What follows belongs to an exercise in optimizing a design on an open flow for small area; a production flow would make more cautious choices.
The RTL was checked by simulation tests, not by an equivalence proof against the original design.
No activity file was given, so power comes from the tool's default toggle rates.

==> inputs of run a <==
## TLD
module TLD(clk, rst, Anode, Cathode, signal);
	input clk, rst, signal;
	output [7:0] Anode, Cathode;
	reg [7:0] Anode, Cathode;
	reg [3:0] ph;
	reg [3:0] run;
	reg [31:0] q;
	reg [3:0] pre;
	wire pls = pre[3] & pre[0];
	wire p1 = ~pre[3] & ~pre[2] & ~pre[1] & pre[0];
	always @(posedge clk, posedge rst)
		if (rst) pre <= 4'd0;
		else if (pls) pre <= 4'd0;
		else pre <= pre + 4'd1;
	wire inc = (run == 4'd10) && p1;
	always @(posedge clk, posedge rst)
		if (rst) ph <= 4'd0;
		else if (pls) ph <= ph + 4'd1;
	always @(posedge clk, posedge rst)
		if (rst) run <= 4'd0;
		else if (pls) begin
			if (!signal) run <= 4'd0;
			else if (run != 4'd11) run <= run + 4'd1;
		end
	wire [32:0] t;
	assign t[0] = inc;
	genvar i;
	generate for (i = 0; i < 32; i = i + 1) begin : g_cnt
		assign t[i+1] = t[i] & q[i];
		always @(posedge clk, posedge rst)
			if (rst) q[i] <= 1'b0;
			else q[i] <= q[i] ^ t[i];
	end endgenerate
	wire [2:0] d = ph[3:1];
	always @(*) begin
		Anode = 8'hFF;
		Anode[d] = 1'b0;
	end
	wire [3:0] hex = q[{d, 2'b00} +: 4];
	always @(*)
		case (hex)
			4'h0: Cathode = 8'hC0;
			4'h1: Cathode = 8'hF9;
			4'h2: Cathode = 8'hA4;
			4'h3: Cathode = 8'hB0;
			4'h4: Cathode = 8'h99;
			4'h5: Cathode = 8'h92;
			4'h6: Cathode = 8'h82;
			4'h7: Cathode = 8'hF8;
			4'h8: Cathode = 8'h80;
			4'h9: Cathode = 8'h98;
			4'hA: Cathode = 8'h88;
			4'hB: Cathode = 8'h83;
			4'hC: Cathode = 8'hC6;
			4'hD: Cathode = 8'hA1;
			4'hE: Cathode = 8'h86;
			default: Cathode = 8'h8E;
		endcase
endmodule
==> module TLD, before the edit <==
module TLD(clk, rst, Anode, Cathode, signal);
	input clk, rst, signal;
	output [7:0] Anode, Cathode;
	reg [7:0] Anode, Cathode;
	reg [3:0] ph;
	reg [3:0] run;
	reg [31:0] q;
	reg [3:0] pre;
	wire pls = pre[3] & pre[0];
	wire p1 = ~pre[3] & ~pre[2] & ~pre[1] & pre[0];
	always @(posedge clk, posedge rst)
		if (rst) pre <= 4'd0;
		else if (pls) pre <= 4'd0;
		else pre <= pre + 4'd1;
	wire inc = (run == 4'd10) && p1;
	always @(posedge clk, posedge rst)
		if (rst) ph <= 4'd0;
		else if (pls) ph <= ph + 4'd1;
	always @(posedge clk, posedge rst)
		if (rst) run <= 4'd0;
		else if (pls) begin
			if (!signal) run <= 4'd0;
			else if (run != 4'd11) run <= run + 4'd1;
		end
	wire [32:0] t;
	assign t[0] = inc;
	genvar i;
	generate for (i = 0; i < 32; i = i + 1) begin : g_cnt
		assign t[i+1] = t[i] & q[i];
		always @(posedge clk, posedge rst)
			if (rst) q[i] <= 1'b0;
			else q[i] <= q[i] ^ t[i];
	end endgenerate
	wire [2:0] d = ph[3:1];
	always @(*) begin
		Anode = 8'hFF;
		Anode[d] = 1'b0;
	end
	wire [3:0] hex = q[{d, 2'b00} +: 4];
	always @(*)
		case (hex)
			4'h0: Cathode = 8'hC0;
			4'h1: Cathode = 8'hF9;
			4'h2: Cathode = 8'hA4;
			4'h3: Cathode = 8'hB0;
			4'h4: Cathode = 8'h99;
			4'h5: Cathode = 8'h92;
			4'h6: Cathode = 8'h82;
			4'h7: Cathode = 8'hF8;
			4'h8: Cathode = 8'h80;
			4'h9: Cathode = 8'h98;
			4'hA: Cathode = 8'h88;
			4'hB: Cathode = 8'h83;
			4'hC: Cathode = 8'hC6;
			4'hD: Cathode = 8'hA1;
			4'hE: Cathode = 8'h86;
			default: Cathode = 8'h8E;
		endcase
endmodule
Settings: LEC_CHECK=0, CAP_MARGIN=20, CORE_MARGIN=2, CORE_UTILIZATION=60, SLEW_MARGIN=20; clock period 10.0 ns.
standard.sh (not shown) runs the stock make flow with config.mk's settings and CLKGATE_MAP_FILE= SYNTH_SCRIPT=/design/flow/synth_recipe.tcl, a recipe that flattens the netlist after the stock synthesis.
==> flow/flow/run.sh <==
#!/bin/bash
# Layout flow: the standard synthesis, then the combinational logic is mapped
# again with an area-oriented ABC script (registers, their names and cell
# types are kept as the standard synthesis made them), then the standard ORFS
# layout with the smallest port buffers and a clock tree without dummy loads.
# Each tool writes its output to a log file of its own in this folder.
set -euo pipefail
W=$(pwd)
R=$W/orfs/results/$FLOW_PLATFORM/TLD/base
LIB=$FLOW_HOME/platforms/$FLOW_PLATFORM/lib/sky130_fd_sc_hd__tt_025C_1v80.lib
export BUFFER_PORTS_ARGS="-buffer_cell sky130_fd_sc_hd__buf_1"
export CTS_ARGS="-sink_clustering_enable -repair_clock_nets -dont_use_dummy_load"

bash standard.sh synth > synth.log 2>&1
cp $R/1_2_yosys.v $W/1_2_yosys.standard.v

DU=$(sed 's/^/-dont_use /' $W/flow/dont_use.txt | tr '\n' ' ')
cat > $W/reabc.ys <<EOY
read_liberty -ignore_miss_func -ignore_miss_dir $LIB
read_verilog $W/1_2_yosys.standard.v
hierarchy -top $FLOW_TOP
blackbox sky130_fd_sc_hd__df* sky130_fd_sc_hd__conb_1
flatten
opt -purge
abc -script $W/flow/reabc.abc -liberty $LIB $DU
opt_clean -purge
hilomap -singleton -hicell sky130_fd_sc_hd__conb_1 HI -locell sky130_fd_sc_hd__conb_1 LO
splitnets
opt_clean -purge
read_liberty -lib -overwrite $LIB
tee -o $W/reabc_stat.txt stat -liberty $LIB
write_verilog -noattr -nohex -nodec $R/1_2_yosys.v
EOY
yosys -s $W/reabc.ys > $W/reabc.log 2>&1
rm -f $R/1_synth.odb
bash standard.sh > standard.log 2>&1
==> flow/flow/dont_use.txt <==
sky130_fd_sc_hd__lpflow_bleeder_1
sky130_fd_sc_hd__lpflow_clkbufkapwr_1
sky130_fd_sc_hd__lpflow_clkbufkapwr_16
sky130_fd_sc_hd__lpflow_clkbufkapwr_2
sky130_fd_sc_hd__lpflow_clkbufkapwr_4
sky130_fd_sc_hd__lpflow_clkbufkapwr_8
sky130_fd_sc_hd__lpflow_clkinvkapwr_1
sky130_fd_sc_hd__lpflow_clkinvkapwr_16
sky130_fd_sc_hd__lpflow_clkinvkapwr_2
sky130_fd_sc_hd__lpflow_clkinvkapwr_4
sky130_fd_sc_hd__lpflow_clkinvkapwr_8
sky130_fd_sc_hd__lpflow_decapkapwr_12
sky130_fd_sc_hd__lpflow_decapkapwr_3
sky130_fd_sc_hd__lpflow_decapkapwr_4
sky130_fd_sc_hd__lpflow_decapkapwr_6
sky130_fd_sc_hd__lpflow_decapkapwr_8
sky130_fd_sc_hd__lpflow_inputiso0n_1
sky130_fd_sc_hd__lpflow_inputiso0p_1
sky130_fd_sc_hd__lpflow_inputiso1n_1
sky130_fd_sc_hd__lpflow_inputiso1p_1
sky130_fd_sc_hd__lpflow_inputisolatch_1
sky130_fd_sc_hd__lpflow_isobufsrc_1
sky130_fd_sc_hd__lpflow_isobufsrc_16
sky130_fd_sc_hd__lpflow_isobufsrc_2
sky130_fd_sc_hd__lpflow_isobufsrc_4
sky130_fd_sc_hd__lpflow_isobufsrc_8
sky130_fd_sc_hd__lpflow_isobufsrckapwr_16
sky130_fd_sc_hd__lpflow_lsbuf_lh_hl_isowell_tap_1
sky130_fd_sc_hd__lpflow_lsbuf_lh_hl_isowell_tap_2
sky130_fd_sc_hd__lpflow_lsbuf_lh_hl_isowell_tap_4
sky130_fd_sc_hd__lpflow_lsbuf_lh_isowell_4
sky130_fd_sc_hd__lpflow_lsbuf_lh_isowell_tap_1
sky130_fd_sc_hd__lpflow_lsbuf_lh_isowell_tap_2
sky130_fd_sc_hd__lpflow_lsbuf_lh_isowell_tap_4
sky130_fd_sc_hd__probe_p_8
sky130_fd_sc_hd__probec_p_8
==> flow/flow/reabc.abc <==
strash
&get -n
&deepsyn -T 60 -S 7
&put
balance -l; resub -K 6 -l; rewrite -l; resub -K 6 -N 2 -l; refactor -l; resub -K 8 -l; balance -l; resub -K 8 -N 2 -l; rewrite -l; resub -K 10 -l; rewrite -z -l; resub -K 10 -N 2 -l; balance -l; resub -K 12 -l; refactor -z -l; resub -K 12 -N 2 -l; rewrite -z -l; balance -l
dch -f
map -a
topo
==> inputs of run b, as changes to run a <==
--- a/flow/design.v
+++ b/flow/design.v
@@ -4,2 +4,3 @@
 	reg [7:0] Anode, Cathode;
+	reg [3:0] pre;
 	reg [3:0] ph;
@@ -7,5 +8,4 @@
 	reg [31:0] q;
-	reg [3:0] pre;
-	wire pls = pre[3] & pre[0];
-	wire p1 = ~pre[3] & ~pre[2] & ~pre[1] & pre[0];
+	wire pls = (pre == 4'd9);
+	wire inc = (run == 4'd10) && (pre == 4'd1);
 	always @(posedge clk, posedge rst)
@@ -14,3 +14,2 @@
 		else pre <= pre + 4'd1;
-	wire inc = (run == 4'd10) && p1;
 	always @(posedge clk, posedge rst)
@@ -34,2 +33,3 @@
 	wire [2:0] d = ph[3:1];
+	wire [3:0] hex = q[{d, 2'b00} +: 4];
 	always @(*) begin
@@ -38,3 +38,2 @@
 	end
-	wire [3:0] hex = q[{d, 2'b00} +: 4];
 	always @(*)
==> flow/run.sh (new file) <==
#!/bin/bash
# synth_recipe.tcl (not shown) runs the flow's synth.tcl, then flattens the netlist and writes it again
# the make line also repeats each setting of config.mk as NAME=value (left out here)
make -C /OpenROAD-flow-scripts/flow DESIGN_CONFIG=/design/flow/config.mk WORK_HOME=/design/flow/orfs CLKGATE_MAP_FILE= SYNTH_SCRIPT=/design/flow/synth_recipe.tcl finish
Settings changed: CORE_UTILIZATION 60 to 40.
removed: flow/flow/run.sh
removed: flow/flow/dont_use.txt
removed: flow/flow/reabc.abc
removed: flow/standard.sh
==> metrics.log <==
INFO  metric fin_ws = 3.307 ns
INFO  metric relSlewSlack = 45.38%
INFO  metric placed_cell_area = 0.002643 mm2
INFO  metric outcome = finished clean
INFO  metric pg_clk = 0.117 mW
INFO  metric stdcell_count = 287
INFO  metric crit_fanout = 4
INFO  metric worstReg2RegStart = run[0]$_DFFE_PP0P_
INFO  metric finalCoreUtilization = 46.56%
INFO  metric pwr_density_cell = 111.2 mW/mm2
INFO  metric cp.required = 10.19 ns
-- figures above: run b

==> metrics.log <==
INFO  metric worst_path_most_repeated_cell = sky130_fd_sc_hd__nand2_1
INFO  metric finalCoreUtilization = 67.87%
INFO  metric clock_sink_count = 44
INFO  metric worstReg2RegStart = pre[0]$_DFF_PP0_
INFO  metric outcome = finished clean
INFO  metric cp.required = 10.25 ns
INFO  metric pwr_density_cell = 115.6 mW/mm2
INFO  metric placed_cell_area = 0.002227 mm2
INFO  metric stdcell_count = 323
INFO  metric mappedNetlistNets = 257
INFO  metric relSlewSlack = 61.47%
INFO  metric final_common_cell = sky130_fd_sc_hd__nor2_1
INFO  metric crit_fanout = 5
INFO  metric fin_ws = 4.234 ns
-- figures above: run a

[what the ideal ports hide]
Ports are ideal in the flow. The routed layouts listed here were re-timed in OpenROAD.
Step 1 assumes that a clkbuf_16 drives the clock port and a buf_2 every other input.
Step 2 adds t to the input delays and takes it off the output delays; t is the mean of the earliest and latest rising clock arrival at the registers after step 1. Input paths then give back, and output paths get back, about the clock's delay inside the block.
a / b / c = ideal ports / drivers / drivers and shift; a / b = the first two.
run | t (ns) | setup slack, ns | hold slack, ns | latest minus earliest clock arrival (ns)
run a | 0.359 | 4.234 / 4.234 / 4.234 | 0.487 / 0.487 / 0.487 | 0.022 / 0.021
run b | 0.324 | 3.307 / 3.307 / 3.307 | 0.469 / 0.469 / 0.469 | 0.008 / 0.007
After both steps setup and hold are still met in every run listed.
